What follows belongs to an exercise in optimizing a design on an open flow for small area; a production flow would make more cautious choices.
Where RTL was checked, it was by simulation tests only, not by an equivalence proof against the original.
Only the layout flow was run in run 1; the RTL was not checked for function there.
Power is estimated from default activity; no workload was simulated.

### flow/flow/run.sh
#!/bin/bash
# Layout flow: the standard ORFS flow (standard.sh) with three changes.
#  1. Synthesis is the standard flow's own synthesis script (synth_recipe.tcl), unchanged
#     except for ABC's technology mapping: the read-data multiplexer slices
#     (modules gpio_rdsel8/9, kept apart by SYNTH_HIERARCHICAL) are mapped
#     with flow/abc_nf_map.script, the rest with the area-oriented
#     flow/abc_area_map.script, instead of ORFS's speed script. Flip-flops
#     are mapped before ABC runs and all live in the top module, so the
#     registers, their names and cell types are those of the standard
#     synthesis.
#  2. Every port still gets a buffer, but the smallest one (buf_1).
#  3. Clock tree synthesis uses larger sink clusters and no dummy loads.
# Each tool's output goes to its own log under orfs/logs; make's output to
# standard_flow.log.
set -euo pipefail
W=$PWD
cat > "$W/area_synth.tcl" <<EOF
proc abc {args} {
  set i [lsearch -exact \$args -script]
  set nf \$args
  set area \$args
  if {\$i >= 0} {
    lset nf [expr {\$i + 1}] $W/flow/abc_nf_map.script
    lset area [expr {\$i + 1}] $W/flow/abc_area_map.script
  }
  yosys abc {*}\$nf gpio_rdsel8 gpio_rdsel9
  yosys abc {*}\$area
}
source $W/synth_recipe.tcl
EOF
sed "s#SYNTH_SCRIPT=[^ ]*synth_recipe.tcl#SYNTH_SCRIPT=$W/area_synth.tcl#" standard.sh > area_standard.sh
grep -q "SYNTH_SCRIPT=$W/area_synth.tcl" area_standard.sh
export BUFFER_PORTS_ARGS="-buffer_cell sky130_fd_sc_hd__buf_1"
export CTS_ARGS="-sink_clustering_enable -repair_clock_nets -dont_use_dummy_load -buf_list sky130_fd_sc_hd__clkbuf_8 -sink_clustering_size 18 -sink_clustering_max_diameter 70"
bash area_standard.sh > standard_flow.log 2>&1
### flow/flow/abc_area_map.script
strash
dc2
dch -f
amap
topo
### flow/flow/abc_nf_map.script
&get -n
&st
&dch
&nf -R 1000
&put
### flow/standard.sh
#!/bin/bash
# synth_recipe.tcl (not shown) runs the flow's synth.tcl, then flattens the netlist and writes it again
# the make line also repeats each setting of config.mk as NAME=value (left out here)
make -C /OpenROAD-flow-scripts/flow DESIGN_CONFIG=/design/flow/config.mk WORK_HOME=/design/flow/orfs CLKGATE_MAP_FILE= SYNTH_SCRIPT=/design/flow/synth_recipe.tcl "${@:-finish}"
### flow/config.mk
export PLATFORM = sky130hd
export DESIGN_NAME = gpio_top
export DESIGN_NICKNAME = gpio_top
export VERILOG_FILES = /design/flow/design.v
export SDC_FILE = /design/flow/constraint.sdc
export NUM_CORES = 4
export LEC_CHECK = 0
export CAP_MARGIN = 20
export CORE_MARGIN = 2
export CORE_UTILIZATION = 65
export SLEW_MARGIN = 20
export SYNTH_HIERARCHICAL = 1
export SYNTH_MINIMUM_KEEP_SIZE = 0
### flow/constraint.sdc
create_clock -name core_clock -period 10.0 [get_ports {wb_clk_i}]
set_input_delay 2.0000 -clock core_clock [delete_from_list [all_inputs] [get_ports {wb_clk_i}]]
set_output_delay 2.0000 -clock core_clock [all_outputs]
set_load 0.01 [all_outputs]
### flow/design.v
`timescale 1ns/10ps
 `timescale 1ns/10ps
module gpio_top(
	wb_clk_i, wb_rst_i, wb_cyc_i, wb_adr_i, wb_dat_i, wb_sel_i, wb_we_i, wb_stb_i,
	wb_dat_o, wb_ack_o, wb_err_o, wb_inta_o,
	ext_pad_i, ext_pad_o, ext_padoe_o, clk_pad_i
);
parameter dw = 32;
parameter aw = 8;
parameter gw = 31;
input             wb_clk_i;
input             wb_rst_i;
input             wb_cyc_i;
input   [aw-1:0]  wb_adr_i;
input   [dw-1:0]  wb_dat_i;
input   [3:0]     wb_sel_i;
input             wb_we_i;
input             wb_stb_i;
output  [dw-1:0]  wb_dat_o;
output            wb_ack_o;
output            wb_err_o;
output            wb_inta_o;
input   [gw-1:0]  ext_pad_i;
output  [gw-1:0]  ext_pad_o;
output  [gw-1:0]  ext_padoe_o;
input             clk_pad_i;
reg             wb_ack_o;
reg             wb_err_o;
reg             wb_inta_o;
reg   [gw-1:0]  wb_dat_r;
reg   [gw-1:0]  ext_pad_o;
reg   [gw-1:0]  rgpio_in;
reg   [gw-1:0]  rgpio_oe;
reg   [gw-1:0]  rgpio_inte;
reg   [gw-1:0]  rgpio_ptrig;
reg   [1:0]     rgpio_ctrl;
reg   [gw-1:0]  rgpio_ints;
reg   [gw-1:0]  rgpio_eclk;
reg   [gw-1:0]  rgpio_nec;
reg   [gw-1:0]  sync;
reg   [gw-1:0]  ext_pad_s;
reg   [gw-1:0]  pextc_sampled;
reg             sync_clk, clk_s, clk_r;
wire req  = wb_cyc_i & wb_stb_i;
wire dec  = (wb_adr_i[7:6] == 2'b00) & (wb_adr_i[1:0] == 2'b00);
wire wreq = req & dec & wb_we_i;
wire [3:0] ofs = wb_adr_i[5:2];
wire out_we   = wreq & (ofs == 4'h1) & wb_ack_o;
wire oe_we    = wreq & (ofs == 4'h2);
wire inte_we  = wreq & (ofs == 4'h3);
wire ptrig_we = wreq & (ofs == 4'h4);
wire ctrl_we  = wreq & (ofs == 4'h6);
wire ints_we  = wreq & (ofs == 4'h7);
wire eclk_we  = wreq & (ofs == 4'h8);
wire nec_we   = wreq & (ofs == 4'h9);
function [gw-1:0] bmerge;
	input [gw-1:0] old;
	input [dw-1:0] d;
	input [3:0]    s;
	begin
		bmerge[30:24] = s[3] ? d[30:24] : old[30:24];
		bmerge[23:16] = s[2] ? d[23:16] : old[23:16];
		bmerge[15:8]  = s[1] ? d[15:8]  : old[15:8];
		bmerge[7:0]   = s[0] ? d[7:0]   : old[7:0];
	end
endfunction
always @(posedge wb_clk_i or posedge wb_rst_i)
	if (wb_rst_i) begin
		wb_ack_o <= 1'b0;
		wb_err_o <= 1'b0;
	end else begin
		wb_ack_o <= req & dec & ~wb_err_o & ~wb_ack_o;
		wb_err_o <= req & ~dec & ~wb_err_o;
	end
always @(posedge wb_clk_i or posedge wb_rst_i)
	if (wb_rst_i) begin
		ext_pad_o   <= {gw{1'b0}};
		rgpio_oe    <= {gw{1'b0}};
		rgpio_inte  <= {gw{1'b0}};
		rgpio_ptrig <= {gw{1'b0}};
		rgpio_eclk  <= {gw{1'b0}};
		rgpio_nec   <= {gw{1'b0}};
	end else begin
		if (out_we)   ext_pad_o   <= bmerge(ext_pad_o,   wb_dat_i, wb_sel_i);
		if (oe_we)    rgpio_oe    <= bmerge(rgpio_oe,    wb_dat_i, wb_sel_i);
		if (inte_we)  rgpio_inte  <= bmerge(rgpio_inte,  wb_dat_i, wb_sel_i);
		if (ptrig_we) rgpio_ptrig <= bmerge(rgpio_ptrig, wb_dat_i, wb_sel_i);
		if (eclk_we)  rgpio_eclk  <= bmerge(rgpio_eclk,  wb_dat_i, wb_sel_i);
		if (nec_we)   rgpio_nec   <= bmerge(rgpio_nec,   wb_dat_i, wb_sel_i);
	end
always @(posedge wb_clk_i or posedge wb_rst_i)
	if (wb_rst_i)
		rgpio_ctrl <= 2'b0;
	else if (ctrl_we)
		rgpio_ctrl <= wb_dat_i[1:0];
	else if (rgpio_ctrl[0])
		rgpio_ctrl[1] <= rgpio_ctrl[1] | wb_inta_o;
always @(posedge wb_clk_i or posedge wb_rst_i)
	if (wb_rst_i) begin
		sync      <= {gw{1'b0}};
		ext_pad_s <= {gw{1'b0}};
		sync_clk  <= 1'b0;
		clk_s     <= 1'b0;
		clk_r     <= 1'b0;
	end else begin
		sync      <= ext_pad_i;
		ext_pad_s <= sync;
		sync_clk  <= clk_pad_i;
		clk_s     <= sync_clk;
		clk_r     <= clk_s;
	end
wire pedge =  clk_s & ~clk_r;
wire nedge = ~clk_s &  clk_r;
wire [gw-1:0] in_lach  = (~rgpio_nec & {gw{pedge}}) | (rgpio_nec & {gw{nedge}});
wire [gw-1:0] in_muxed = (rgpio_eclk & pextc_sampled) | (~rgpio_eclk & ext_pad_s);
always @(posedge wb_clk_i or posedge wb_rst_i)
	if (wb_rst_i) begin
		pextc_sampled <= {gw{1'b0}};
		rgpio_in      <= {gw{1'b0}};
	end else begin
		pextc_sampled <= (in_lach & ext_pad_s) | (~in_lach & pextc_sampled);
		rgpio_in      <= in_muxed;
	end
wire [gw-1:0] ev = (in_muxed ^ rgpio_in) & ~(in_muxed ^ rgpio_ptrig) & rgpio_inte;
always @(posedge wb_clk_i or posedge wb_rst_i)
	if (wb_rst_i)
		rgpio_ints <= {gw{1'b0}};
	else if (ints_we)
		rgpio_ints <= wb_dat_i[gw-1:0];
	else if (rgpio_ctrl[0])
		rgpio_ints <= rgpio_ints | ev;
always @(posedge wb_clk_i or posedge wb_rst_i)
	if (wb_rst_i)
		wb_inta_o <= 1'b0;
	else
		wb_inta_o <= (|rgpio_ints) & rgpio_ctrl[0];
wire s_out   = (ofs == 4'h1);
wire s_oe    = (ofs == 4'h2);
wire s_inte  = (ofs == 4'h3);
wire s_ptrig = (ofs == 4'h4);
wire s_ctrl  = (ofs == 4'h6);
wire s_ints  = (ofs == 4'h7);
wire s_eclk  = (ofs == 4'h8);
wire s_nec   = (ofs == 4'h9);
wire s_in    = ~(s_out | s_oe | s_inte | s_ptrig | s_ctrl | s_ints | s_eclk | s_nec);
wire [gw-1:0] rd;
gpio_rdsel9 u_rd0 (.s({s_out, s_oe, s_inte, s_ptrig, s_ints, s_eclk, s_nec, s_in, s_ctrl}),
	.d({ext_pad_o[0], rgpio_oe[0], rgpio_inte[0], rgpio_ptrig[0], rgpio_ints[0], rgpio_eclk[0], rgpio_nec[0], rgpio_in[0], rgpio_ctrl[0]}), .y(rd[0]));
gpio_rdsel9 u_rd1 (.s({s_out, s_oe, s_inte, s_ptrig, s_ints, s_eclk, s_nec, s_in, s_ctrl}),
	.d({ext_pad_o[1], rgpio_oe[1], rgpio_inte[1], rgpio_ptrig[1], rgpio_ints[1], rgpio_eclk[1], rgpio_nec[1], rgpio_in[1], rgpio_ctrl[1]}), .y(rd[1]));
genvar gi;
generate for (gi = 2; gi < gw; gi = gi + 1) begin : g_rd
	gpio_rdsel8 u_rd (.s({s_out, s_oe, s_inte, s_ptrig, s_ints, s_eclk, s_nec, s_in}),
		.d({ext_pad_o[gi], rgpio_oe[gi], rgpio_inte[gi], rgpio_ptrig[gi], rgpio_ints[gi], rgpio_eclk[gi], rgpio_nec[gi], rgpio_in[gi]}), .y(rd[gi]));
end endgenerate
always @(posedge wb_clk_i)
	wb_dat_r <= rd;
assign wb_dat_o    = {1'b0, wb_dat_r};
assign ext_padoe_o = rgpio_oe;
endmodule
module gpio_rdsel8 (input [7:0] s, input [7:0] d, output y);
wire [7:0] a = s & d;
assign y = (a[0] | a[1] | a[2]) | (a[3] | a[4] | a[5]) | (a[6] | a[7]);
endmodule
module gpio_rdsel9 (input [8:0] s, input [8:0] d, output y);
wire [8:0] a = s & d;
assign y = (a[0] | a[1] | a[2]) | (a[3] | a[4] | a[5]) | (a[6] | a[7] | a[8]);
endmodule
==> results of run 1 <==
[through the flow]
step	setup WS (ns)	cells	util	hold slack, ns
global route	5.14	1837	0.734	0.355
finish	5.25	1838	0.734	0.345
detailed placement	4.85	1810	0.716	0.335
global placement	4.88	1810	0.716	0.332
CTS	5.44	1835	0.732	0.355
floorplan	1.52	1340	-	0.331
[Yosys stat by module (local to each module, per instance)]
module,area [um^2],flip-flops and latches,times used,cells inside
gpio_top,13400,380,1,1216
gpio_rdsel8,32.5,0,29,4
gpio_rdsel9,35.0,0,2,4
[report_power, final]
part	switching (mW)	leakage, nW	internal (mW)
clock	0.451	0.180	0.225
sequential	0.0399	4.24	1.61
combinational	0.156	1.89	0.0754
total	0.646	6.31	1.91
[cell type report]
cell class / instances / area share
well taps: 280 / 0.0219
inverters: 201 / 0.0476
repair buffers: 193 / 0.0515
clock buffers: 25 / 0.0215
diodes: 1 / 0.000156
flip-flops and latches: 380 / 0.584
multi-input cells: 758 / 0.274
[cell families after synthesis]
family,Yosys count,synth area share
and+or+nand+nor,256,0.0758
buffers and inverters,202,0.0528
other,1,0.000260
DFF,380,0.649
AOI/OAI and AO/OA,501,0.222
[layer usage]
layer / vias up / share of wire / wire length, um
met5: - / 0 / 0
met3: 77 / 0.094 / 3640
met2: 632 / 0.48 / 18500
met4: 0 / 0.026 / 1010
met1: 5714 / 0.40 / 15400
li1: 5344 / - / -
[worst min-delay path by stage]
stage | slack (ns) | cells after the start | endpoint
after CTS | 0.35 | 0 | ext_pad_s[13]
after global placement | 0.33 | 0 | ext_pad_s[15]
final | 0.35 | 0 | ext_pad_s[13]
after global routing | 0.35 | 0 | ext_pad_s[13]
after floorplan | 0.33 | 0 | clk_s
after detailed placement | 0.33 | 0 | clk_s
[layout by cell type, fill, tap and decap left out, types with 4 or more instances in the layout]
| cell type | Yosys | layout |
|---|---|---|
| a22oi_1 | 29 | 29 |
| o21ai_0 | 97 | 97 |
| clkinv_1 | 201 | 200 |
| nor4_1 | 8 | 7 |
| nor3_2 | 0 | 5 |
| nand2_1 | 66 | 66 |
| o22ai_1 | 148 | 148 |
| a311oi_1 | 30 | 30 |
| dfrtp_1 | 349 | 349 |
| nor3_1 | 9 | 4 |
| clkbuf_8 | 0 | 25 |
| or2_0 | 6 | 5 |
| a21oi_1 | 130 | 130 |
| nor2_2 | 0 | 6 |
| dfxtp_1 | 31 | 31 |
| buf_1 | 0 | 175 |
| nor2_1 | 120 | 113 |
| buf_4 | 1 | 15 |
| a222oi_1 | 65 | 65 |
| nand3_1 | 32 | 32 |
==> impl_metrics.tcl, run 1 <==
set metrics [dict create \
    outcome "no timing/DRC/antenna violations" \
    drtIter0Drc 1313 \
    postSynthCellCount 1340 \
    grt_max_degree 163 \
    rr_startpoint "rgpio_ints[7]" \
    r2r_end "wb_inta_o" \
    cts_buffers 25 \
    max-vdd-ir-drop_mv 0.146 \
    hold_viol_final 0 \
    startpoint "wb_adr_i[2]" \
    r2r_setup_slack_ns 8.11 \
    first_pass_iters 6 \
    area_delta_synth_final_pct 11.1 \
    track_usage 0.330 \
    timing.critical_path.buf_inv 4 \
    worstSetupEndpoint "rgpio_inte[3]" \
    post_cts_buffers 0 \
    first_global_vias 11500 \
    synth_area_um2 14400 \
    crit_type "in -> reg" \
    relSlewSlack 0.206 \
    tightest_slew_ns 1.19 \
    gp_congestion 0.851 \
    grt_use_met3 0.0508 \
    min_from "sync[13]" \
    cp_top_family "buffers and inverters" \
    final_antenna_net_count 0 \
    cp_max_fo 32 \
    row_count 54 \
    clock_skew_ns 0.0717 \
    start_util 0.661 \
    grt.overflow.total 0 \
    cp_cell_sequence "buf_1 -> clkinv_1 -> nor3_2 -> buf_4 -> nand2b_1 -> nor2_1 -> clkinv_1 -> o22ai_1" \
    power.total_mw 2.55 \
    vias_per_cell 6.40 \
    vias 11800 \
    synth_seq_cells 380 \
    yosysSeqAreaShare 0.649 \
    seq_area_um2 9350 \
    setup-tns-final_ns 0 \
    clock_sinks 380 \
    final_nets 1640 \
    hp-class "reg -> reg" \
    clk_path_buf_depth 3 \
    fillerInstances 1618 \
    use_met2 0.528 \
    cp_slowest_cell "nor2_1" \
    worstSetupEndpointType "flip-flop" \
    chipHeight_um 153 \
    ios 178 \
    max_freq_mhz 211 \
    die_area_um2 23400 \
    period_share 0.475 \
    cts_tree "done" \
    synthTopCellsByArea "dfrtp_1 61%, o22ai_1 6.4%, clkinv_1 5.2%" \
    die-width_um 153 \
    met1_usage 0.473 \
    clk_pin_slew_worst_paths_ns 0.12 \
    synth_top_cell_area_share 0.606 \
    reg2regPathDepth 4 \
    syn_nets 1421 \
    crit_required_ns 10.49 \
    drive_gt1_frac 0.0385 \
    hold_buffers 0 \
    synth.avg_cell_area_um2 10.8 \
    synth_warnings 7 \
    cts_resized 0 \
    wl_um 38500 \
    synth_enable_flop_cells 0 \
    power.leakage_nw 6.31 \
    cap_violations 0 \
    fin_area_um2 16000 \
    slowest_delay_ns 0.68 \
    arrival_ns 5.24 \
    multi_input_area_um2 4380 \
    io_buffers 175 \
    drv_slew 0 \
    core-area_um2 21800 \
    yosysMostFrequentCell "dfrtp_1" \
    grt_pass1_wl_um 61200 \
    cpMostUsedCell "clkinv_1" \
    routedWlPerCell_um 21.0 \
    setup_viol_count_final 0 \
    synth_flop_cell "dfrtp_1" \
    min_period_ns 4.75 \
    dpl-instance-area_um2 15600 \
    root_buffer "clkbuf_8" \
    synth.distinct_cells 26 \
    cp.depth 8 \
    h-tree-depth 1 \
    powerDensity_nw_per_um2 159 \
    hpwl_um 24000 \
    route.detailed.drc 0 \
    synthArstFlopShare 0.918 \
    cp-start-kind "input port" \
    yosys.area.top_type "dfrtp_1" \
    yosys-top-cells-count "349 x dfrtp_1, 201 x clkinv_1, 148 x o22ai_1" \
    grt_busiest_layer "met2" \
    insertion_delay_ns 0.59 \
    antenna_found_initial 1 \
    rsz0062_at_grt "no" \
]
==> run 2: changes to the inputs <==
--- a/flow/design.v
+++ b/flow/design.v
@@ -114,13 +114,18 @@
 wire [gw-1:0] in_lach  = (~rgpio_nec & {gw{pedge}}) | (rgpio_nec & {gw{nedge}});
 wire [gw-1:0] in_muxed = (rgpio_eclk & pextc_sampled) | (~rgpio_eclk & ext_pad_s);
 always @(posedge wb_clk_i or posedge wb_rst_i)
-	if (wb_rst_i) begin
-		pextc_sampled <= {gw{1'b0}};
-		rgpio_in      <= {gw{1'b0}};
-	end else begin
-		pextc_sampled <= (in_lach & ext_pad_s) | (~in_lach & pextc_sampled);
-		rgpio_in      <= in_muxed;
-	end
+	if (wb_rst_i)
+		rgpio_in <= {gw{1'b0}};
+	else
+		rgpio_in <= in_muxed;
+genvar gp;
+generate for (gp = 0; gp < gw; gp = gp + 1) begin : g_pextc
+	always @(posedge wb_clk_i or posedge wb_rst_i)
+		if (wb_rst_i)
+			pextc_sampled[gp] <= 1'b0;
+		else if (in_lach[gp])
+			pextc_sampled[gp] <= ext_pad_s[gp];
+end endgenerate
 wire [gw-1:0] ev = (in_muxed ^ rgpio_in) & ~(in_muxed ^ rgpio_ptrig) & rgpio_inte;
 always @(posedge wb_clk_i or posedge wb_rst_i)
 	if (wb_rst_i)
--- a/flow/flow/run.sh
+++ b/flow/flow/run.sh
@@ -31,5 +31,5 @@
 sed "s#SYNTH_SCRIPT=[^ ]*synth_recipe.tcl#SYNTH_SCRIPT=$W/area_synth.tcl#" standard.sh > area_standard.sh
 grep -q "SYNTH_SCRIPT=$W/area_synth.tcl" area_standard.sh
 export BUFFER_PORTS_ARGS="-buffer_cell sky130_fd_sc_hd__buf_1"
-export CTS_ARGS="-sink_clustering_enable -repair_clock_nets -dont_use_dummy_load -buf_list sky130_fd_sc_hd__clkbuf_8 -sink_clustering_size 18 -sink_clustering_max_diameter 70"
+export CTS_ARGS="-sink_clustering_enable -repair_clock_nets -dont_use_dummy_load -buf_list sky130_fd_sc_hd__clkbuf_4 -sink_clustering_size 8 -sink_clustering_max_diameter 60"
 bash area_standard.sh > standard_flow.log 2>&1
--- a/flow/config.mk
+++ b/flow/config.mk
@@ -5,9 +5,9 @@
 export SDC_FILE = /design/flow/constraint.sdc
 export NUM_CORES = 4
 export LEC_CHECK = 0
-export CAP_MARGIN = 20
+export CAP_MARGIN = 0
 export CORE_MARGIN = 2
 export CORE_UTILIZATION = 65
-export SLEW_MARGIN = 20
+export SLEW_MARGIN = 0
 export SYNTH_HIERARCHICAL = 1
 export SYNTH_MINIMUM_KEEP_SIZE = 0
==> run 2 against run 1 <==
Sequential share of layout area increased by 0.42 points. Wire length decreased by 1.5%. Highest routed layer unchanged. Still clean on timing, DRC and antenna. Synthesized cell count about the same. Final cell count increased by 1.3%.
==> impl_metrics.tcl, run 2 <==
set metrics [dict create \
    cp_cell_sequence "buf_1 -> nor4_1 -> nand4_1 -> or3_1 -> nor2_1 -> clkinv_1 -> o22ai_1" \
    die-width_um 153 \
    clock_sinks 380 \
    cts_resized 0 \
    row_count 54 \
    synth_warnings 7 \
    yosysSeqAreaShare 0.652 \
    synth.avg_cell_area_um2 10.7 \
    period_share 0.444 \
    synth.distinct_cells 25 \
    r2r_end "ext_pad_o[18]" \
    chipHeight_um 153 \
    synth_top_cell_area_share 0.609 \
    wl_um 37900 \
    relSlewSlack 0.139 \
    final_nets 1663 \
    grt.overflow.total 0 \
    cp-start-kind "input port" \
    power.leakage_nw 6.34 \
    yosysMostFrequentCell "dfrtp_1" \
    drtIter0Drc 1293 \
    placed_cells 1807 \
    synth_area_um2 14300 \
    timing.hold.ws_ns 0.345 \
    ios 178 \
    route.detailed.drc 0 \
    hold_end "ext_pad_s[25]" \
    first_global_vias 11300 \
    h-tree-depth 2 \
    hpwl_um 23000 \
    synth_seq_cells 380 \
    clk_pin_slew_worst_paths_ns 0.09 \
    cp_max_fo 9 \
    cp_slowest_cell "nor2_1" \
    cts_tree "done" \
    antenna_found_initial 1 \
    cp_top_family "simple AND/OR/NAND/NOR gates" \
    root_buffer "clkbuf_4" \
    fin_util 0.731 \
    rr_startpoint "wb_ack_o" \
    seq_area_um2 9350 \
    syn_nets 1420 \
    setup-tns-final_ns 0 \
    grt_pass1_wl_um 60100 \
    crit_required_ns 10.59 \
    max_freq_mhz 225 \
    min_from "sync[25]" \
    reg2regPathDepth 3 \
    hold_viol_final 0 \
    timing.critical_path.buf_inv 2 \
    cts_buffers 53 \
    core-area_um2 21800 \
    hold_buffers 0 \
    drive_gt1_frac 0.0500 \
    hp-class "reg -> reg" \
    insertion_delay_ns 0.71 \
    routedWlPerCell_um 20.4 \
    post_cts_buffers 0 \
    synth_flop_cell "dfrtp_1" \
    first_pass_iters 9 \
    fillerInstances 1632 \
    io_buffers 175 \
    final_cell_mix "349 x dfrtp_1, 185 x a21oi_1, 178 x nor2_1" \
    rsz0062_at_grt "no" \
    area_delta_synth_final_pct 10.9 \
    yosys.area.top_type "dfrtp_1" \
    gp_congestion 0.823 \
    final_common_cell "dfrtp_1" \
    tightest_slew_ns 1.29 \
    r2r_setup_slack_ns 8.08 \
    slowest_delay_ns 0.71 \
    die_area_um2 23300 \
    yosys-top-cells-count "349 x dfrtp_1, 185 x a21oi_1, 180 x nor2_1" \
    synthTopCellsByArea "dfrtp_1 61%, a21oi_1 6.5%, nor2_1 4.7%" \
    synth_enable_flop_cells 0 \
    start_util 0.659 \
    worstSetupEndpointType "flip-flop" \
    vias 11700 \
    power.total_mw 2.54 \
    holdPathStages 0 \
    min_period_ns 4.44 \
    drv_slew 0 \
    clock_skew_ns 0.0509 \
    fin_cells 1862 \
    outcome "no timing/DRC/antenna violations" \
    vias_per_cell 6.26 \
    max-vdd-ir-drop_mv 0.129 \
    track_usage 0.327 \
    clk_path_buf_depth 3 \
    powerDensity_nw_per_um2 160 \
    postSynthCellCount 1339 \
    setup_viol_count_final 0 \
    arrival_ns 5.04 \
    final_antenna_net_count 0 \
    synthArstFlopShare 0.918 \
    multi_input_area_um2 4480 \
    grt_max_degree 126 \
    crit_type "in -> reg" \
    cap_violations 0 \
]
==> run 2: cell types whose count changed after synthesis, sizes merged, moves of 2 or more <==
cell,before,now
a21oi,130,185
or4,2,0
nor2,120,180
o21ai,97,93
clkinv,201,146
nor2b,2,0
o22ai,148,95
nor4,8,10
==> run 2: where the power goes <==
| group | total [mW] | internal, mW | leakage, nW | switching [mW] |
|---|---|---|---|---|
| clock network | 0.720 | 0.243 | 0.244 | 0.477 |
| registers | 1.63 | 1.59 | 4.32 | 0.0310 |
| logic | 0.194 | 0.0595 | 1.77 | 0.134 |
==> run 2: per-layer routing <==
layer | global-route usage | wire length, um | vias up
met2 | 0.500 | 17700 | 565
met1 | 0.480 | 15500 | 5606
met4 | 0.107 | 1010 | 0
met3 | 0.0691 | 3730 | 76
li1 | - | - | 5405
met5 | 0 | 0 | -
==> run 2: final cells by class <==
class	count	share of cell area
Sequential cell	380	0.588
Multi-Input combinational cell	812	0.282
Timing Repair Buffer	189	0.0479
Inverter	146	0.0349
Clock buffer	53	0.0250
Tap cell	280	0.0220
Antenna cell	2	0.000315
==> run 2: logic make-up after synthesis <==
group | count (synthesis) | synth area share
compound gates | 500 | 0.219
simple gates | 311 | 0.0898
flops | 380 | 0.652
other cells | 1 | 0.000261
buf+inv | 147 | 0.0387
==> run 2: how the worst max path moves through the flow <==
stage | from | end | depth (start not counted)
2_1_floorplan | wb_rst_i | clk_r | 1
3_3_place_gp | wb_adr_i[6] | rgpio_nec[10] | 7
3_5_place_dp | wb_adr_i[6] | rgpio_nec[10] | 7
4_1_cts | wb_adr_i[6] | rgpio_nec[10] | 7
5_1_grt | wb_adr_i[6] | rgpio_nec[10] | 7
6_report | wb_adr_i[6] | rgpio_nec[10] | 7
==> run 2: Yosys stat by module (local to each module, per instance) <==
module / copies in the design / cells inside
gpio_rdsel9: 2 / 4
gpio_top: 1 / 1215
gpio_rdsel8: 29 / 4
==> run 2: per-stage QoR <==
stage               setup WS, ns  area (um^2)
floorplan                   1.52        14300
global placement            5.06        15500
detailed placement          4.93        15500
CTS                         5.66        15900
global route                5.36        15900
finish                      5.56        15900
==> run 3: changes to the inputs <==
--- a/flow/config.mk
+++ b/flow/config.mk
@@ -7,7 +7,7 @@
 export LEC_CHECK = 0
 export CAP_MARGIN = 0
 export CORE_MARGIN = 2
-export CORE_UTILIZATION = 65
+export CORE_UTILIZATION = 72
 export SLEW_MARGIN = 0
 export SYNTH_HIERARCHICAL = 1
 export SYNTH_MINIMUM_KEEP_SIZE = 0
==> run 3 against run 2 <==
Synthesized area unchanged. Critical path depth unchanged. Non-clock buffer count unchanged. Sequential share of layout area increased by 0.079 points. Critical endpoint is now rgpio_nec[15]. Largest power group unchanged. Via count increased by 4.4%. First-iteration DRC count increased by 23%.
==> impl_metrics.tcl, run 3 <==
set metrics [dict create \
    start_util 0.735 \
    dpl-instance-area_um2 15500 \
    grt_pass1_wl_um 61500 \
    first_global_vias 12300 \
    hold_buffers 0 \
    synth.distinct_cells 25 \
    crit_required_ns 10.57 \
    reg2regPathDepth 5 \
    grt.overflow.total 0 \
    yosysMostFrequentCell "dfrtp_1" \
    min_period_ns 4.57 \
    powerDensity_nw_per_um2 159 \
    die_area_um2 21100 \
    final_nets 1663 \
    hpwl_um 24100 \
    setup-tns-final_ns 0 \
    synth_flop_cell "dfrtp_1" \
    yosys.area.top_type "dfrtp_1" \
    gp_congestion 0.863 \
    outcome "no timing/DRC/antenna violations" \
    power.total_mw 2.53 \
    yosys-top-cells-count "349 x dfrtp_1, 185 x a21oi_1, 180 x nor2_1" \
    row_count 51 \
    clock_skew_ns 0.0346 \
    hp-class "reg -> reg" \
    synthTopCellsByArea "dfrtp_1 61%, a21oi_1 6.5%, nor2_1 4.7%" \
    power.leakage_nw 6.34 \
    tightest_slew_ns 1.31 \
    drive_gt1_frac 0.0500 \
    io_buffers 175 \
    min_from "sync_clk" \
    fin_area_um2 15900 \
    final_cell_mix "349 x dfrtp_1, 185 x a21oi_1, 178 x nor2_1" \
    arrival_ns 5.14 \
    h-tree-depth 2 \
    die-width_um 145 \
    rr_startpoint "rgpio_ctrl[0]" \
    synth_enable_flop_cells 0 \
    root_buffer "clkbuf_4" \
    cts_resized 0 \
    setup_viol_count_final 0 \
    area_delta_synth_final_pct 10.8 \
    core-area_um2 19500 \
    drv_slew 0 \
    synthArstFlopShare 0.918 \
    cts_buffers 53 \
    synth_seq_cells 380 \
    drtIter0Drc 1593 \
    postSynthCellCount 1339 \
    crit_type "in -> reg" \
    max-vdd-ir-drop_mv 0.140 \
    fillerInstances 1231 \
    hold_end "clk_s" \
    antenna_found_initial 1 \
    worstSetupEndpointType "flip-flop" \
    first_pass_iters 10 \
    ios 178 \
    r2r_setup_slack_ns 8.09 \
    track_usage 0.369 \
    synth_warnings 7 \
    routedWlPerCell_um 20.9 \
    rsz0062_at_grt "no" \
    timing.hold.ws_ns 0.332 \
    insertion_delay_ns 0.69 \
    synth.avg_cell_area_um2 10.7 \
    final_common_cell "dfrtp_1" \
    period_share 0.457 \
    post_cts_buffers 0 \
    hold_viol_final 0 \
    syn_nets 1420 \
    final_antenna_net_count 0 \
    cts_tree "done" \
    chipHeight_um 145 \
    clk_pin_slew_worst_paths_ns 0.09 \
    cp_max_fo 9 \
    relSlewSlack 0.121 \
    r2r_end "rgpio_ints[30]" \
    holdPathStages 0 \
    clk_path_buf_depth 3 \
    synth_top_cell_area_share 0.609 \
    synth_area_um2 14300 \
    grt_max_degree 126 \
    wl_um 38600 \
    cap_violations 0 \
    cp-start-kind "input port" \
    yosysSeqAreaShare 0.652 \
    vias 12200 \
    route.detailed.drc 0 \
    vias_per_cell 6.59 \
    clock_sinks 380 \
    max_freq_mhz 219 \
]
-- run 3: where the power goes --
group	internal (mW)	total, mW	leakage, nW	switching [mW]
clock network	0.243	0.711	0.244	0.469
logic	0.0599	0.196	1.77	0.136
registers	1.59	1.63	4.32	0.0323
-- run 3: worst max-delay path: stages --
cell and delay [ns]:
buf_1 0.07, nor4_1 0.49, nand4_1 0.41, or3_1 0.57
nor2_1 0.70, clkinv_1 0.56, o22ai_1 0.34
-- run 3: routing by layer --
layer	GRT usage	routed length, um	share of wire	vias to the layer above
met3	0.0755	4130	0.11	142
met5	0	0	0	-
li1	-	-	-	5407
met1	0.496	14500	0.38	5885
met4	0.184	1550	0.040	0
met2	0.585	18400	0.48	731
-- run 3: layout make-up --
| class | count | area [um^2] | share of cell area |
|---|---|---|---|
| flip-flops and latches | 380 | 9350 | 0.589 |
| multi-input cells | 812 | 4480 | 0.282 |
| repair buffers | 189 | 762 | 0.0480 |
| inverters | 146 | 556 | 0.0350 |
| clock buffers | 53 | 398 | 0.0250 |
| well taps | 265 | 332 | 0.0209 |
| diodes | 1 | 2.50 | 0.000158 |
-- run 3: cell families (layout without fill, tap and decap cells) --
group	Yosys count	count (layout)	synth area share
compound gates	500	500	0.219
flops	380	380	0.652
simple gates	311	311	0.0898
buf+inv	147	388	0.0387
other cells	1	2	0.000261
-- run 3: per-module statistics from Yosys (local to each module, per instance) --
module,flops+latches,cells,cell area (um^2),times used
gpio_rdsel8,0,4,32.5,29
gpio_rdsel9,0,4,35.0,2
gpio_top,380,1215,13300,1
-- run 3: worst max path at each step --
stage                      from       endpoint  slack (ns)  cells after the start
floorplan              wb_rst_i          clk_r        1.52                      1
global placement    wb_adr_i[6]   rgpio_nec[8]        5.07                      7
detailed placement  wb_adr_i[6]  rgpio_nec[10]        4.82                      7
CTS                 wb_adr_i[6]  rgpio_nec[10]        5.52                      7
global route        wb_adr_i[6]  rgpio_nec[10]        5.25                      7
finish              wb_adr_i[6]  rgpio_nec[15]        5.43                      7
-- run 3: per-stage QoR --
stage | std cells | util | setup slack (ns)
floorplan | 1339 | - | 1.52
global placement | 1792 | 0.793 | 5.07
detailed placement | 1792 | 0.793 | 4.82
CTS | 1845 | 0.813 | 5.52
global route | 1846 | 0.814 | 5.25
finish | 1846 | 0.814 | 5.43
==> run 4: changes to the inputs <==
--- a/flow/flow/run.sh
+++ b/flow/flow/run.sh
@@ -31,5 +31,5 @@
 sed "s#SYNTH_SCRIPT=[^ ]*synth_recipe.tcl#SYNTH_SCRIPT=$W/area_synth.tcl#" standard.sh > area_standard.sh
 grep -q "SYNTH_SCRIPT=$W/area_synth.tcl" area_standard.sh
 export BUFFER_PORTS_ARGS="-buffer_cell sky130_fd_sc_hd__buf_1"
-export CTS_ARGS="-sink_clustering_enable -repair_clock_nets -dont_use_dummy_load -buf_list sky130_fd_sc_hd__clkbuf_4 -sink_clustering_size 8 -sink_clustering_max_diameter 60"
+export CTS_ARGS="-sink_clustering_enable -repair_clock_nets -dont_use_dummy_load -buf_list sky130_fd_sc_hd__clkbuf_4 -sink_clustering_size 9 -sink_clustering_max_diameter 60"
 bash area_standard.sh > standard_flow.log 2>&1
--- a/flow/config.mk
+++ b/flow/config.mk
@@ -7,7 +7,7 @@
 export LEC_CHECK = 0
 export CAP_MARGIN = 0
 export CORE_MARGIN = 2
-export CORE_UTILIZATION = 72
+export CORE_UTILIZATION = 65
 export SLEW_MARGIN = 0
 export SYNTH_HIERARCHICAL = 1
 export SYNTH_MINIMUM_KEEP_SIZE = 0
==> run 4 against run 3 <==
Register-to-register slack worse by 0.02 ns. Synthesized cell count unchanged. Global-route usage down 4.1 points. Via count down 3.9%. Largest cell class unchanged. Highest routed layer unchanged.
==> impl_metrics.tcl, run 4 <==
set metrics [dict create \
    fin_util 0.729 \
    hold_viol_final 0 \
    cts_resized 0 \
    start_util 0.659 \
    startpoint "wb_adr_i[6]" \
    track_usage 0.328 \
    grt_pass1_wl_um 60300 \
    yosysMostFrequentCell "dfrtp_1" \
    die_area_um2 23300 \
    vias 11700 \
    gp_congestion 0.823 \
    area_delta_synth_final_pct 10.6 \
    clk_pin_slew_worst_paths_ns 0.10 \
    post_cts_buffers 0 \
    fillerInstances 1630 \
    root_buffer "clkbuf_4" \
    synth_area_um2 14300 \
    power.leakage_nw 6.32 \
    multi_input_area_um2 4480 \
    synth.distinct_cells 25 \
    cp-start-kind "input port" \
    die-width_um 153 \
    first_global_vias 11300 \
    met1_usage 0.488 \
    row_count 54 \
    yosys-top-cells-count "349 x dfrtp_1, 185 x a21oi_1, 180 x nor2_1" \
    arrival_ns 5.03 \
    ios 178 \
    synth_top_cell_area_share 0.609 \
    synth_flop_cell "dfrtp_1" \
    final_antenna_net_count 0 \
    use_met2 0.503 \
    synth_enable_flop_cells 0 \
    outcome "no timing/DRC/antenna violations" \
    clock_skew_ns 0.0549 \
    chipHeight_um 153 \
    synth.avg_cell_area_um2 10.7 \
    yosysSeqAreaShare 0.652 \
    yosys.area.top_type "dfrtp_1" \
    timing.hold.ws_ns 0.343 \
    cap_violations 0 \
    min_from "sync[25]" \
    clock_sinks 380 \
    grt_max_degree 126 \
    io_buffers 175 \
    setup-tns-final_ns 0 \
    cp_max_fo 9 \
    grt_use_met3 0.0569 \
    final_cell_mix "349 x dfrtp_1, 185 x a21oi_1, 178 x nor2_1" \
    syn_nets 1420 \
    synth_seq_cells 380 \
    max_freq_mhz 225 \
    seq_area_um2 9350 \
    fin_cells 1856 \
    route.detailed.drc 0 \
    worstSetupEndpointType "flip-flop" \
    drv_slew 0 \
    vias_per_cell 6.30 \
    hp-class "reg -> reg" \
    synthTopCellsByArea "dfrtp_1 61%, a21oi_1 6.5%, nor2_1 4.7%" \
    final_nets 1658 \
    routedWlPerCell_um 20.5 \
    rr_startpoint "wb_ack_o" \
    max-vdd-ir-drop_mv 0.123 \
    cts_buffers 48 \
    first_pass_iters 8 \
    wl_um 38100 \
    setup_viol_count_final 0 \
    hold_buffers 0 \
    hpwl_um 23000 \
    drtIter0Drc 1313 \
    drive_gt1_frac 0.0470 \
    powerDensity_nw_per_um2 158 \
    tightest_slew_ns 1.29 \
    period_share 0.444 \
    antenna_found_initial 1 \
    insertion_delay_ns 0.69 \
    final_common_cell "dfrtp_1" \
    clk_path_buf_depth 3 \
    synthArstFlopShare 0.918 \
    min_period_ns 4.44 \
    crit_required_ns 10.58 \
    grt_busiest_layer "met2" \
    rsz0062_at_grt "no" \
    crit_type "in -> reg" \
    relSlewSlack 0.138 \
    placed_cells 1807 \
    core-area_um2 21800 \
    cts_tree "done" \
    synth_warnings 7 \
    grt.overflow.total 0 \
    h-tree-depth 2 \
    postSynthCellCount 1339 \
]
run 4: cell types whose count changed in the layout (fill, tap and decap cells not counted), sizes merged:
cell | before | now
clkbuf | 53 | 48
run 4: report_power, final:
group          internal (mW)  switching (mW)
registers               1.59          0.0311
logic                 0.0595           0.135
clock network          0.221           0.474
total                   1.87           0.639
run 4: cell type report:
type / instances / area share
clock buffer: 48 / 0.0227
tap: 280 / 0.0221
inverter: 146 / 0.0350
timing repair buffer: 189 / 0.0480
antenna: 1 / 0.000158
sequential: 380 / 0.590
multi-input combinational: 812 / 0.282
run 4: per-stage QoR:
| stage | total power [mW] | worst slack, ns | cell area, um^2 |
|---|---|---|---|
| 2_1_floorplan | 1.77 | 1.52 | 14300 |
| 3_3_place_gp | 1.84 | 5.06 | 15500 |
| 3_5_place_dp | 1.85 | 4.93 | 15500 |
| 4_1_cts | 2.53 | 5.64 | 15900 |
| 5_1_grt | 2.62 | 5.34 | 15900 |
| 6_report | 2.51 | 5.56 | 15900 |
run 4: per-module statistics from Yosys (local to each module, per instance):
module | cell area (um^2) | cells | flip-flops and latches
gpio_rdsel8 | 32.5 | 4 | 0
gpio_top | 13300 | 1215 | 380
gpio_rdsel9 | 35.0 | 4 | 0
run 4: worst max-delay path, stage by stage:
cell	delay, ns
buf_1	0.07
nor4_1	0.39
nand4_1	0.40
or3_1	0.56
nor2_1	0.70
clkinv_1	0.58
o22ai_1	0.33
run 4: kinds of logic (layout without fill, tap and decap cells):
logic type	after synthesis	in the layout	share of synthesized area
compound gates	500	500	0.219
flops	380	380	0.652
simple gates	311	311	0.0898
buf+inv	147	383	0.0387
other cells	1	2	0.000261
run 4: routing by layer:
layer  vias to the layer above  part of all wire
met3                        96             0.096
met1                      5617              0.41
met4                         0             0.029
met2                       591              0.46
met5                         -                 0
li1                       5390                 -
run 4: path summary, 6_finish.rpt:
path                             endpoint  slack, ns  cells after the start
max in group asynchronous  rgpio_eclk[22]       6.87                      3
hold / removal              ext_pad_s[25]       0.34                      0
hold reg to reg             ext_pad_s[25]       0.34                      0
min in group asynchronous   ext_pad_s[27]       1.48                      2
setup reg to reg            ext_pad_o[18]       8.07                      3
setup / recovery            rgpio_nec[10]       5.56                      7
==> run 5: changes to the inputs <==
--- a/flow/config.mk
+++ b/flow/config.mk
@@ -7,7 +7,7 @@
 export LEC_CHECK = 0
 export CAP_MARGIN = 0
 export CORE_MARGIN = 2
-export CORE_UTILIZATION = 65
+export CORE_UTILIZATION = 72
 export SLEW_MARGIN = 0
 export SYNTH_HIERARCHICAL = 1
 export SYNTH_MINIMUM_KEEP_SIZE = 0
==> run 5 against run 4 <==
Still clean on timing, DRC and antenna. Non-clock buffer count is the same. Utilization up 8.2 points. Clock skew is 0.0082 ns higher. Global-route usage increased by 4.1 points. Critical path depth stayed put. Via count grew 4.1%. Sequential power hardly changed. Clock power shrank 1%. Fmax decreased by 3.0%. Flip-flop and latch count unchanged. Wire length increased by 0.99%. Critical endpoint is now rgpio_nec[15].
==> impl_metrics.tcl, run 5 <==
set metrics [dict create \
    crit_type "in -> reg" \
    min_period_ns 4.58 \
    yosys-top-cells-count "349 x dfrtp_1, 185 x a21oi_1, 180 x nor2_1" \
    synth.area.mux_share 0 \
    vias_per_cell 6.61 \
    postSynthCellCount 1339 \
    final_antenna_net_count 0 \
    synth_enable_flop_cells 0 \
    startpoint "wb_adr_i[6]" \
    clock_sinks 380 \
    die-width_um 145 \
    drtIter0Drc 1606 \
    yosysMostFrequentCell "dfrtp_1" \
    synth_area_um2 14300 \
    setup-tns-final_ns 0 \
    max_freq_mhz 218 \
    chipHeight_um 145 \
    max-vdd-ir-drop_mv 0.120 \
    antenna_found_initial 1 \
    cp_max_fo 9 \
    relSlewSlack 0.132 \
    cp_slowest_cell "nor2_1" \
    worstSetupEndpointType "flip-flop" \
    rsz0062_at_grt "no" \
    track_usage 0.369 \
    hold_viol_final 0 \
    synth_xor_area_frac 0 \
    setup_viol_count_final 0 \
    cp_top_family "simple AND/OR/NAND/NOR gates" \
    cp-start-kind "input port" \
    yosys.area.top_type "dfrtp_1" \
    drive_gt1_frac 0.0470 \
    timing.critical_path.buf_inv 2 \
    power_frac_seq 0.649 \
    cts_tree "done" \
    slowest_delay_ns 0.69 \
    cts_buffers 48 \
    route.detailed.drc 0 \
    hold_buffers 0 \
    core-area_um2 19500 \
    die_area_um2 21100 \
    h-tree-depth 2 \
    rr_startpoint "wb_ack_o" \
    crit_required_ns 10.56 \
    first_global_vias 12300 \
    r2r_setup_slack_ns 8.05 \
    p_comb_frac 0.078 \
    vias 12200 \
    synth.distinct_cells 25 \
    fillerInstances 1268 \
    row_count 51 \
    hpwl_um 24100 \
    yosysSeqAreaShare 0.652 \
    timing.hold.ws_ns 0.299 \
    area_delta_synth_final_pct 10.5 \
    worstSetupEndpoint "rgpio_nec[15]" \
    cts_resized 0 \
    multi_input_area_um2 4480 \
    grt_pass1_wl_um 61300 \
    grt_max_degree 126 \
    final_common_cell "dfrtp_1" \
    p_switching_mw 0.632 \
    cp_cell_sequence "buf_1 -> nor4_1 -> nand4_1 -> or3_1 -> nor2_1 -> clkinv_1 -> o22ai_1" \
    synthArstFlopShare 0.918 \
    r2r_end "ext_pad_o[22]" \
    placed_cells 1792 \
    arrival_ns 5.14 \
    post_cts_buffers 0 \
    reg2regPathDepth 3 \
    synth_flop_cell "dfrtp_1" \
    clk_pin_slew_worst_paths_ns 0.09 \
    final_cell_mix "349 x dfrtp_1, 185 x a21oi_1, 178 x nor2_1" \
    synth_top_cell_area_share 0.609 \
    tightest_slew_ns 1.30 \
    routedWlPerCell_um 20.9 \
    io_buffers 175 \
    synthTopCellsByArea "dfrtp_1 61%, a21oi_1 6.5%, nor2_1 4.7%" \
    synth.avg_cell_area_um2 10.7 \
    synth_fa_ha_area_frac 0 \
    clock_skew_ns 0.0631 \
    syn_nets 1420 \
    start_util 0.735 \
    synth_warnings 7 \
    grt.overflow.total 0 \
    synth_seq_cells 380 \
    gp_congestion 0.863 \
    fin_cells 1841 \
    synth-compound-area-share 0.219 \
    hp-class "reg -> reg" \
    intPower_mw 1.87 \
    period_share 0.458 \
    cap_violations 0 \
    outcome "no timing/DRC/antenna violations" \
    clk_path_buf_depth 3 \
    pwr-share-clk 0.273 \
    ios 178 \
    power.leakage_nw 6.32 \
    final_nets 1658 \
    drv_slew 0 \
    seq_area_um2 9350 \
    synthSimpleGateAreaFrac 0.0898 \
    powerDensity_nw_per_um2 158 \
    root_buffer "clkbuf_4" \
    cp.depth 7 \
    insertion_delay_ns 0.71 \
    synth_top_family_by_area "compound AO/OA/AOI/OAI gates" \
    swShare 0.252 \
    first_pass_iters 8 \
    wl_um 38500 \
]
-- run 5: kinds of logic after synthesis --
logic type	count (synthesis)
compound gates	500
buf+inv	147
flops	380
other cells	1
simple gates	311
-- run 5: area by class of cell --
class | count | share of cell area
flip-flops and latches | 380 | 0.590
multi-input cells | 812 | 0.283
repair buffers | 189 | 0.0481
inverters | 146 | 0.0351
clock buffers | 48 | 0.0227
well taps | 265 | 0.0209
diodes | 1 | 0.000158
-- run 5: worst min path at each step --
| stage | from | end | cells after the start |
|---|---|---|---|
| floorplan | sync_clk | clk_s | 0 |
| global placement | sync[25] | ext_pad_s[25] | 0 |
| detailed placement | sync[21] | ext_pad_s[21] | 0 |
| CTS | sync[28] | ext_pad_s[28] | 0 |
| global route | sync[28] | ext_pad_s[28] | 0 |
| finish | sync[28] | ext_pad_s[28] | 0 |
-- run 5: power groups by stage --
stage	sequential [mW]	combinational (mW)	clock (mW)
2_1_floorplan	1.66	0.113	0
5_1_grt	1.63	0.216	0.761
3_5_place_dp	1.66	0.194	0
4_1_cts	1.63	0.195	0.693
6_report	1.63	0.196	0.684
3_3_place_gp	1.65	0.187	0
-- run 5: Yosys stat by module, one instance, submodules excluded --
module,cells,area (um^2)
gpio_rdsel8,4,32.5
gpio_top,1215,13300
gpio_rdsel9,4,35.0
-- run 5: layer usage --
| metal | track usage | share of wire | routed length, um |
|---|---|---|---|
| met5 | 0 | 0 | 0 |
| met3 | 0.0811 | 0.10 | 3890 |
| met4 | 0.203 | 0.049 | 1890 |
| met1 | 0.492 | 0.38 | 14600 |
| met2 | 0.576 | 0.47 | 18100 |
-- run 5: per-stage QoR --
step | area [um^2] | setup slack [ns] | util | total power [mW]
after global routing | 15800 | 5.21 | 0.812 | 2.61
after detailed placement | 15500 | 4.82 | 0.793 | 1.85
after floorplan | 14300 | 1.52 | - | 1.77
after CTS | 15800 | 5.50 | 0.811 | 2.51
after global placement | 15500 | 5.07 | 0.793 | 1.84
final | 15800 | 5.42 | 0.812 | 2.51
==> run 6: changes to the inputs <==
--- a/flow/flow/run.sh
+++ b/flow/flow/run.sh
@@ -31,5 +31,5 @@
 sed "s#SYNTH_SCRIPT=[^ ]*synth_recipe.tcl#SYNTH_SCRIPT=$W/area_synth.tcl#" standard.sh > area_standard.sh
 grep -q "SYNTH_SCRIPT=$W/area_synth.tcl" area_standard.sh
 export BUFFER_PORTS_ARGS="-buffer_cell sky130_fd_sc_hd__buf_1"
-export CTS_ARGS="-sink_clustering_enable -repair_clock_nets -dont_use_dummy_load -buf_list sky130_fd_sc_hd__clkbuf_4 -sink_clustering_size 9 -sink_clustering_max_diameter 60"
+export CTS_ARGS="-sink_clustering_enable -repair_clock_nets -dont_use_dummy_load -buf_list sky130_fd_sc_hd__clkbuf_4 -sink_clustering_size 10 -sink_clustering_max_diameter 80"
 bash area_standard.sh > standard_flow.log 2>&1
--- a/flow/config.mk
+++ b/flow/config.mk
@@ -7,7 +7,7 @@
 export LEC_CHECK = 0
 export CAP_MARGIN = 0
 export CORE_MARGIN = 2
-export CORE_UTILIZATION = 72
+export CORE_UTILIZATION = 65
 export SLEW_MARGIN = 0
 export SYNTH_HIERARCHICAL = 1
 export SYNTH_MINIMUM_KEEP_SIZE = 0
==> run 6 against run 5 <==
Setup slack better by 0.13 ns. Count of clock-buffer cells in the layout down 5. Combinational power about the same. Critical path depth unchanged. Non-clock buffer count unchanged. Via count shrank 4.6%. Final cell count is 0.54% higher. Largest cell class unchanged. Largest power group unchanged.
==> impl_metrics.tcl, run 6 <==
set metrics [dict create \
    outcome "no timing/DRC/antenna violations" \
    hp-class "reg -> reg" \
    insertion_delay_ns 0.66 \
    power.total_mw 2.48 \
    arrival_ns 5.02 \
    cp_cell_sequence "buf_1 -> nor4_1 -> nand4_1 -> or3_1 -> nor2_1 -> clkinv_1 -> o22ai_1" \
    synth.distinct_cells 25 \
    crit_type "in -> reg" \
    postSynthCellCount 1339 \
    clock_sinks 380 \
    clock_skew_ns 0.0134 \
    vias 11600 \
    max-vdd-ir-drop_mv 0.123 \
    area_delta_synth_final_pct 10.4 \
    timing.critical_path.buf_inv 2 \
    rr_startpoint "wb_ack_o" \
    synth_seq_cells 380 \
    multi_input_area_um2 4480 \
    die_area_um2 23300 \
    setup-tns-final_ns 0 \
    powerDensity_nw_per_um2 157 \
    first_pass_iters 7 \
    grt_max_degree 126 \
    grt_pass1_wl_um 60100 \
    yosys-top-cells-count "349 x dfrtp_1, 185 x a21oi_1, 180 x nor2_1" \
    hold_viol_final 0 \
    synth_flop_cell "dfrtp_1" \
    hold_end "ext_pad_s[2]" \
    gp_congestion 0.823 \
    synth_fa_ha_area_frac 0 \
    die-width_um 153 \
    synth_xor_area_frac 0 \
    wl_um 37800 \
    io_buffers 175 \
    synth-compound-area-share 0.219 \
    cts_buffers 43 \
    synth_top_family_by_area "compound AO/OA/AOI/OAI gates" \
    synthArstFlopShare 0.918 \
    ios 178 \
    row_count 54 \
    synth_area_um2 14300 \
    clk_pin_slew_worst_paths_ns 0.11 \
    min_from "sync[2]" \
    syn_nets 1420 \
    route.detailed.drc 0 \
    holdPathStages 0 \
    cts_resized 0 \
    core-area_um2 21800 \
    rsz0062_at_grt "no" \
    setup_viol_count_final 0 \
    synth_warnings 7 \
    worstSetupEndpointType "flip-flop" \
    fin_util 0.728 \
    cp_max_fo 9 \
    max_freq_mhz 225 \
    final_cell_mix "349 x dfrtp_1, 185 x a21oi_1, 178 x nor2_1" \
    crit_required_ns 10.57 \
    cap_violations 0 \
    r2r_setup_slack_ns 8.09 \
    synthTopCellsByArea "dfrtp_1 61%, a21oi_1 6.5%, nor2_1 4.7%" \
    yosysSeqAreaShare 0.652 \
    final_antenna_net_count 0 \
    cp-start-kind "input port" \
    synth.avg_cell_area_um2 10.7 \
    min_period_ns 4.45 \
    synth_enable_flop_cells 0 \
    synth_top_cell_area_share 0.609 \
    yosys.area.top_type "dfrtp_1" \
    track_usage 0.327 \
    drv_slew 0 \
    first_global_vias 11300 \
    yosysMostFrequentCell "dfrtp_1" \
    hpwl_um 23000 \
    cp_slowest_cell "nor2_1" \
    drtIter0Drc 1402 \
    root_buffer "clkbuf_4" \
    chipHeight_um 153 \
    r2r_end "ext_pad_o[18]" \
    power.leakage_nw 6.29 \
    grt.overflow.total 0 \
    relSlewSlack 0.135 \
    start_util 0.659 \
    post_cts_buffers 0 \
    synth.area.mux_share 0 \
    hold_buffers 0 \
    period_share 0.445 \
    vias_per_cell 6.27 \
    h-tree-depth 2 \
    reg2regPathDepth 4 \
    fillerInstances 1631 \
    tightest_slew_ns 1.29 \
    clk_path_buf_depth 3 \
    cp_top_family "simple AND/OR/NAND/NOR gates" \
    seq_area_um2 9350 \
    drive_gt1_frac 0.0439 \
    synthSimpleGateAreaFrac 0.0898 \
    slowest_delay_ns 0.70 \
    antenna_found_initial 1 \
    routedWlPerCell_um 20.4 \
    final_nets 1653 \
    final_common_cell "dfrtp_1" \
    cts_tree "done" \
]
==> run 6: modules after synthesis (local to each module, per instance) <==
module	flip-flops and latches	cell area, um^2	cells
gpio_rdsel9	0	35.0	4
gpio_rdsel8	0	32.5	4
gpio_top	380	13300	1215
==> run 6: area by class of cell <==
| type | instances | share of cell area |
|---|---|---|
| clock buffers | 43 | 0.0204 |
| multi-input cells | 812 | 0.283 |
| diodes | 1 | 0.000158 |
| well taps | 280 | 0.0221 |
| inverters | 146 | 0.0351 |
| repair buffers | 189 | 0.0481 |
| flip-flops and latches | 380 | 0.591 |
==> run 6: worst reg2reg max path, delay by kind of cell, from the launching register on <==
family           cells  cell delay [ns]
flip-flops           1             0.43
AND/OR/NAND/NOR      3             1.24
AO/OA/AOI/OAI        1             0.14
==> run 6: per-layer routing <==
layer | share of wire | track usage | vias to the layer above
li1 | - | - | 5380
met1 | 0.41 | 0.484 | 5541
met2 | 0.46 | 0.506 | 603
met3 | 0.10 | 0.0594 | 91
met4 | 0.029 | 0.101 | 0
met5 | 0 | 0 | -
==> run 6: worst max path at each step <==
stage | endpoint | from | depth (start not counted)
after floorplan | clk_r | wb_rst_i | 1
after global placement | rgpio_nec[10] | wb_adr_i[6] | 7
after detailed placement | rgpio_nec[10] | wb_adr_i[6] | 7
after CTS | rgpio_nec[10] | wb_adr_i[6] | 7
after global routing | rgpio_nec[10] | wb_adr_i[6] | 7
final | rgpio_nec[10] | wb_adr_i[6] | 7
==> run 6: cells by family (layout without fill, tap and decap cells) <==
| kind of cell | after synthesis | after routing |
|---|---|---|
| other | 1 | 2 |
| AND/OR/NAND/NOR | 311 | 311 |
| buffers and inverters | 147 | 378 |
| flip-flops | 380 | 380 |
| AO/OA/AOI/OAI | 500 | 500 |
==> run 6: power by group <==
part,switching [mW],leakage (nW),total (mW),internal (mW)
clock,0.463,0.198,0.662,0.199
sequential,0.0311,4.32,1.63,1.59
combinational,0.134,1.77,0.194,0.0595
total,0.628,6.29,2.48,1.85
==> run 6: metrics by stage <==
| stage | cells | worst slack [ns] | hold WS [ns] | cell area (um^2) |
|---|---|---|---|---|
| 6_report | 1851 | 5.55 | 0.354 | 15800 |
| 5_1_grt | 1851 | 5.34 | 0.361 | 15800 |
| 4_1_cts | 1850 | 5.63 | 0.357 | 15800 |
| 3_3_place_gp | 1807 | 5.06 | 0.331 | 15500 |
| 3_5_place_dp | 1807 | 4.93 | 0.335 | 15500 |
| 2_1_floorplan | 1339 | 1.52 | 0.331 | 14300 |
==> run 7: changes to the inputs <==
--- a/flow/config.mk
+++ b/flow/config.mk
@@ -7,7 +7,8 @@
 export LEC_CHECK = 0
 export CAP_MARGIN = 0
 export CORE_MARGIN = 2
-export CORE_UTILIZATION = 65
+export CORE_UTILIZATION = 72
+export PLACE_DENSITY = 0.9
 export SLEW_MARGIN = 0
 export SYNTH_HIERARCHICAL = 1
 export SYNTH_MINIMUM_KEEP_SIZE = 0
==> run 7 against run 6 <==
Largest cell class unchanged. Synthesized area stayed put. Via count is 3.9% higher. Flip-flop and latch count stayed put.
==> impl_metrics.tcl, run 7 <==
set metrics [dict create \
    relSlewSlack 0.107 \
    final_cell_mix "349 x dfrtp_1, 185 x a21oi_1, 178 x nor2_1" \
    cts_buffers 43 \
    final_common_cell "dfrtp_1" \
    clk_pin_slew_worst_paths_ns 0.11 \
    yosysSeqAreaShare 0.652 \
    synth.distinct_cells 25 \
    post_cts_buffers 0 \
    synth_area_um2 14300 \
    tightest_slew_ns 1.33 \
    routedWlPerCell_um 20.5 \
    postSynthCellCount 1339 \
    worstSetupEndpointType "flip-flop" \
    crit_required_ns 10.60 \
    die-width_um 145 \
    h-tree-depth 2 \
    cts_tree "done" \
    syn_nets 1420 \
    die_area_um2 21100 \
    clk_path_buf_depth 3 \
    yosys.area.top_type "dfrtp_1" \
    first_pass_iters 8 \
    vias 12100 \
    hold_viol_final 0 \
    start_util 0.735 \
    insertion_delay_ns 0.69 \
    setup_viol_count_final 0 \
    min_period_ns 4.49 \
    vias_per_cell 6.58 \
    hold_buffers 0 \
    final_nets 1651 \
    drtIter0Drc 1574 \
    cap_violations 0 \
    chipHeight_um 145 \
    reg2regPathDepth 5 \
    yosys-top-cells-count "349 x dfrtp_1, 185 x a21oi_1, 180 x nor2_1" \
    cp_max_fo 9 \
    synth.avg_cell_area_um2 10.7 \
    drv_slew 0 \
    synth_seq_cells 380 \
    setup-tns-final_ns 0 \
    arrival_ns 5.08 \
    cts_resized 0 \
    area_delta_synth_final_pct 10.1 \
    antenna_found_initial 1 \
    synth_flop_cell "dfrtp_1" \
    wl_um 37700 \
    route.detailed.drc 0 \
    core-area_um2 19500 \
    cp-start-kind "input port" \
    grt.overflow.total 0 \
    grt_pass1_wl_um 60400 \
    power.total_mw 2.48 \
    row_count 51 \
    power.leakage_nw 6.28 \
    grt_max_degree 156 \
    period_share 0.449 \
    synth_enable_flop_cells 0 \
    final_antenna_net_count 0 \
    max_freq_mhz 223 \
    synthArstFlopShare 0.918 \
    track_usage 0.362 \
    synth_warnings 7 \
    crit_type "in -> reg" \
    clock_skew_ns 0.0594 \
    clock_sinks 380 \
    max-vdd-ir-drop_mv 0.112 \
    synth_top_cell_area_share 0.609 \
    gp_congestion 0.838 \
    root_buffer "clkbuf_4" \
    rsz0062_at_grt "no" \
    first_global_vias 11900 \
    outcome "no timing/DRC/antenna violations" \
    yosysMostFrequentCell "dfrtp_1" \
    drive_gt1_frac 0.0427 \
    hp-class "reg -> reg" \
    io_buffers 175 \
    holdPathStages 0 \
    powerDensity_nw_per_um2 157 \
    hpwl_um 23500 \
    synthTopCellsByArea "dfrtp_1 61%, a21oi_1 6.5%, nor2_1 4.7%" \
    timing.hold.ws_ns 0.352 \
    ios 178 \
]
run 7: per-layer routing:
| layer | up-vias | wire length [um] | global-route usage |
|---|---|---|---|
| li1 | 5382 | - | - |
| met1 | 5772 | 14200 | 0.503 |
| met2 | 769 | 17900 | 0.572 |
| met3 | 144 | 4050 | 0.0689 |
| met4 | 0 | 1530 | 0.157 |
| met5 | - | 0 | 0 |
run 7: power breakdown:
| part | leakage, nW | internal (mW) | switching, mW | total, mW |
|---|---|---|---|---|
| sequential | 4.32 | 1.59 | 0.0312 | 1.63 |
| clock | 0.198 | 0.199 | 0.465 | 0.664 |
| combinational | 1.76 | 0.0597 | 0.136 | 0.195 |
run 7: per-stage QoR:
stage                     std cells  cell area, um^2   util  worst slack, ns
final                          1834            15800  0.809             5.51
after global routing           1834            15800  0.809             5.45
after CTS                      1833            15800  0.809             5.68
after detailed placement       1790            15500  0.792             5.00
after global placement         1790            15500  0.792             5.09
after floorplan                1339            14300      -             1.52
run 7: cell type report:
| cell class | instances | area (um^2) |
|---|---|---|
| well taps | 265 | 332 |
| flip-flops and latches | 380 | 9350 |
| fillers | 1182 | 3730 |
| clock buffers | 43 | 323 |
| multi-input cells | 812 | 4480 |
| inverters | 146 | 556 |
| repair buffers | 187 | 747 |
| diodes | 1 | 2.50 |
run 7: path summary, 6_finish.rpt:
kind / from / to / slack, ns
max: wb_adr_i[6] / rgpio_nec[2] / 5.51
min: sync[1] / ext_pad_s[1] / 0.35
max reg2reg: clk_s / pextc_sampled[11] / 8.16
min reg2reg: sync[1] / ext_pad_s[1] / 0.35
max in group asynchronous: wb_rst_i / rgpio_inte[15] / 6.79
min in group asynchronous: wb_rst_i / sync[26] / 1.58
run 7: logic make-up (layout without fill, tap and decap cells):
kind of cell / after synthesis / after routing / share of synthesized area
buf+inv: 147 / 376 / 0.0387
simple gates: 311 / 311 / 0.0898
other cells: 1 / 2 / 0.000261
flops: 380 / 380 / 0.652
compound gates: 500 / 500 / 0.219
run 7: per-module statistics from Yosys (local to each module, per instance):
module / cells / cell area (um^2) / flops+latches / copies in the design
gpio_top: 1215 / 13300 / 380 / 1
gpio_rdsel9: 4 / 35.0 / 0 / 2
gpio_rdsel8: 4 / 32.5 / 0 / 29
run 7: critical path, cell delays in order:
cell and delay [ns]:
buf_1 0.08, nor4_1 0.41, nand4_1 0.38, or3_1 0.55
nor2_1 0.71, clkinv_1 0.59, o22ai_1 0.35

-- separate check: timing with driven ports --
How much do the figures lean on ideal ports? The routed layouts below were timed once more, with nothing changed but the port constraints. Step 1 (the two cells are an assumption about what drives the block):
set clk [get_ports {wb_clk_i}]
set_driving_cell -lib_cell sky130_fd_sc_hd__clkbuf_16 $clk
set_driving_cell -lib_cell sky130_fd_sc_hd__buf_2 [delete_from_list [all_inputs] $clk]
Step 2 times the ports against the registers' clock, not the clock port: input delays grow and output delays shrink by t, the midpoint of the rising clock arrivals with the driver on. Three values: ideal ports, drivers, drivers and shift; two values: the first two.
| run | t (ns) | setup WS [ns] | hold slack, ns |
|---|---|---|---|
| run 1 | 0.601 | 5.255 / 5.211 / 4.610 | 0.345 / 0.345 / 0.345 |
| run 2 | 0.724 | 5.558 / 5.578 / 4.854 | 0.345 / 0.345 / 0.345 |
| run 3 | 0.713 | 5.426 / 5.447 / 4.734 | 0.332 / 0.332 / 0.332 |
| run 4 | 0.716 | 5.557 / 5.582 / 4.866 | 0.343 / 0.343 / 0.343 |
| run 5 | 0.723 | 5.422 / 5.439 / 4.716 | 0.299 / 0.299 / 0.299 |
| run 6 | 0.692 | 5.550 / 5.571 / 4.879 | 0.354 / 0.354 / 0.354 |
| run 7 | 0.705 | 5.512 / 5.533 / 4.828 | 0.352 / 0.352 / 0.352 |
After both steps every run listed still meets setup and hold. The setup slack of run 5, which loses most, moves by +0.017 ns with the drivers and by -0.706 ns with both steps.
